Background: an optimization exercise with open tools, aiming at small area and a short achievable clock period. Do not read the settings as production practice. At most, simulation tests tie the RTL to the original design; equivalence was not proved. Power is estimated from default activity; no workload was simulated.

== build 35 ==
==> module DIV_LAST, before the edit <==
module DIV_LAST (
  input  wire [15:0] T,
  input  wire [15:0] B,
  output wire        Q
);
  wire [16:0] c;
  assign c[0] = 1'b1;
  genvar j;
  generate for (j = 0; j < 16; j = j + 1) begin : g
    assign c[j+1] = (T[j] & ~B[j]) | (c[j] & (T[j] ^ ~B[j]));
  end endgenerate
  assign Q = c[16];
endmodule
==> module DIV_HEAD, before the edit <==
module DIV_HEAD #(parameter K = 11) (
  input  wire [15:0]    A,
  input  wire [15:0]    B,
  output wire [15:16-K] Q,
  output wire [K-1:0]   R
);
  wire [15:1] nz;
  HIGH_OR U_nz (.B(B), .NZ(nz));
  genvar w;
  generate
    for (w = 1; w <= K; w = w + 1) begin : st
      wire [w-1:0] t;
      wire [w-1:0] r;
      if (w == 1) begin : f
        assign t = ~A[15];
      end else if (w % 2) begin : n
        assign t = {st[w-1].r, ~A[16-w]};
      end else begin : p
        assign t = {st[w-1].r, A[16-w]};
      end
      DIV_STEP #(.W(w), .INV(w % 2)) u (.X(t), .BL(B[w-1:0]), .BHZ(~nz[w]), .Q(Q[16-w]), .XN(r));
    end
  endgenerate
  assign R = st[K].r;
endmodule
==> module DIV_TAIL, before the edit <==
module DIV_TAIL #(parameter K = 11) (
  input  wire [15-K:0] A,
  input  wire [15:0]   B,
  input  wire [K-1:0]  RH,
  output wire [15-K:0] Q
);
  wire [15:1] nz;
  HIGH_OR U_nz (.B(B), .NZ(nz));
  genvar w;
  generate
    for (w = K + 1; w <= 15; w = w + 1) begin : st
      wire [w-1:0] t;
      wire [w-1:0] r;
      if (w == K + 1) begin : f
        if (w % 2) begin : n
          assign t = {RH, ~A[16-w]};
        end else begin : p
          assign t = {RH, A[16-w]};
        end
      end else if (w % 2) begin : n
        assign t = {st[w-1].r, ~A[16-w]};
      end else begin : p
        assign t = {st[w-1].r, A[16-w]};
      end
      DIV_STEP #(.W(w), .INV(w % 2)) u (.X(t), .BL(B[w-1:0]), .BHZ(~nz[w]), .Q(Q[16-w]), .XN(r));
    end
  endgenerate
  DIV_LAST u_last (.T({st[15].r, A[0]}), .B(B), .Q(Q[0]));
endmodule
export LEC_CHECK = 0
export ABC_AREA = 1
export CAP_MARGIN = 20
export CORE_MARGIN = 2
export CORE_UTILIZATION = 60
export CTS_BUF_LIST = sky130_fd_sc_hd__clkbuf_8
export SLEW_MARGIN = 20
create_clock -name core_clock -period 140.0 [get_ports {CLK_TOP}]
standard.sh (not shown) runs the stock make flow with config.mk's settings and CLKGATE_MAP_FILE= SYNTH_SCRIPT=/design/flow/synth_recipe.tcl, a recipe that flattens the netlist after the stock synthesis.
==> flow/flow/run.sh <==
#!/bin/bash
# The standard layout (the standard.sh) with these changes:
# - the port buffers are sky130_fd_sc_hd__buf_1 cells;
# - Yosys's synth skips its generic "abc -fast" pass before full-adder
#   extraction (ABC still maps the design to cells afterwards);
# - ABC's area script (ABC_AREA = 1) is replaced by an area-recovering
#   mapping without ABC's buffering and sizing: strash; dch; amap; topo
#   (a copy of ORFS's scripts folder, with only abc_area.script changed);
# - CTS builds a clock tree of clkbuf_8 cells without dummy loads
#   (CTS_ARGS: -sink_clustering_enable -repair_clock_nets -buf_list sky130_fd_sc_hd__clkbuf_8 -dont_use_dummy_load);
set -euo pipefail
cp -r "$FLOW_HOME/scripts" orfs_scripts
printf 'strash\ndch\namap\ntopo\n' > orfs_scripts/abc_area.script
export SCRIPTS_DIR="$PWD/orfs_scripts"
export BUFFER_PORTS_ARGS="-buffer_cell sky130_fd_sc_hd__buf_1"
export SYNTH_ARGS="-noabc"
export SETUP_SLACK_MARGIN=82.8
export CTS_ARGS="-sink_clustering_enable -repair_clock_nets -buf_list sky130_fd_sc_hd__clkbuf_8 -dont_use_dummy_load"
bash standard.sh > standard.log 2>&1
The following lists how build 66 was set up differently from build 35:
--- a/flow/design.v
+++ b/flow/design.v
@@ -73,15 +73,15 @@
 endmodule
 module DIV_LAST (
-  input  wire [15:0] T,
+  input  wire [15:0] U,
   input  wire [15:0] B,
   output wire        Q
 );
   wire [16:0] c;
-  assign c[0] = 1'b1;
+  assign c[0] = 1'b0;
   genvar j;
   generate for (j = 0; j < 16; j = j + 1) begin : g
-    assign c[j+1] = (T[j] & ~B[j]) | (c[j] & (T[j] ^ ~B[j]));
+    assign c[j+1] = (U[j] & B[j]) | (c[j] & (U[j] ^ B[j]));
   end endgenerate
-  assign Q = c[16];
+  assign Q = ~c[16];
 endmodule
 module HIGH_OR (
@@ -121,11 +121,11 @@
       wire [w-1:0] r;
       if (w == 1) begin : f
-        assign t = ~A[15];
-      end else if (w % 2) begin : n
+        assign t = A[15];
+      end else if (w % 2 == 0) begin : n
         assign t = {st[w-1].r, ~A[16-w]};
       end else begin : p
         assign t = {st[w-1].r, A[16-w]};
       end
-      DIV_STEP #(.W(w), .INV(w % 2)) u (.X(t), .BL(B[w-1:0]), .BHZ(~nz[w]), .Q(Q[16-w]), .XN(r));
+      DIV_STEP #(.W(w), .INV(1 - w % 2)) u (.X(t), .BL(B[w-1:0]), .BHZ(~nz[w]), .Q(Q[16-w]), .XN(r));
     end
   endgenerate
@@ -146,18 +146,18 @@
       wire [w-1:0] r;
       if (w == K + 1) begin : f
-        if (w % 2) begin : n
+        if (w % 2 == 0) begin : n
           assign t = {RH, ~A[16-w]};
         end else begin : p
           assign t = {RH, A[16-w]};
         end
-      end else if (w % 2) begin : n
+      end else if (w % 2 == 0) begin : n
         assign t = {st[w-1].r, ~A[16-w]};
       end else begin : p
         assign t = {st[w-1].r, A[16-w]};
       end
-      DIV_STEP #(.W(w), .INV(w % 2)) u (.X(t), .BL(B[w-1:0]), .BHZ(~nz[w]), .Q(Q[16-w]), .XN(r));
+      DIV_STEP #(.W(w), .INV(1 - w % 2)) u (.X(t), .BL(B[w-1:0]), .BHZ(~nz[w]), .Q(Q[16-w]), .XN(r));
     end
   endgenerate
-  DIV_LAST u_last (.T({st[15].r, A[0]}), .B(B), .Q(Q[0]));
+  DIV_LAST u_last (.U({st[15].r, ~A[0]}), .B(B), .Q(Q[0]));
 endmodule
 module MUL16 (
- From build 35 to build 66, final antenna-violating net count did not move at all.
- Final cell count went up slightly going from build 35 to build 66.
- Diff build 35 -> build 66 | met3 wire length | increase of about 15%
- Build 66 ended up with a lower count of placed standard cells including taps than build 35 did.
- On combinational group share of total power: between build 66 and build 35, it ends up lower for build 66.
- Of build 66 and build 35, the run reporting the higher area after synthesis was build 35.
- Compared with build 35, build 66 shows relative contribution of the clock network to total power higher by 0.2 points.
- Count of multi-input combinational gates for build 66: 1.3% down relative to build 35
- | total die area | build 66 vs build 35 | ≈ equal |
- Re core utilization: build 66 is 1.6 points up on build 35.
- Final cell area excluding filler cells deteriorates in build 66 relative to build 35.
No functional check of the RTL was part of build 66.

afterwards: timing with drivers on the ports:
The flow's constraints put no driver on any port. The routed layouts listed below were extracted and timed again, unchanged, in two steps.
Step 1, drivers: a clkbuf_16 drives CLK_TOP and a buf_2 each remaining input, both assumed.
Step 2, shift: input delay + t, output delay - t, t = (earliest + latest rising clock arrival at the registers) / 2. This alone moves slack from input paths to output paths.
Three values: ideal ports, drivers, drivers and shift; two values: the first two.
run | t, ns | setup WS [ns] | worst setup path after step 2 | clock arrival spread, ns | worst slew at a driven data input, ns
build 35 | 0.360 | 83.487 / 83.465 / 83.465 | input to output | 0.023 / 0.023 | 0.04
build 66 | 0.364 | 83.419 / 83.397 / 83.344 | input to register | 0.008 / 0.007 | 0.04
After both steps every run listed still meets setup and hold. The setup slack of build 66, which loses most, moves by -0.022 ns with the drivers and by -0.075 ns with both steps.
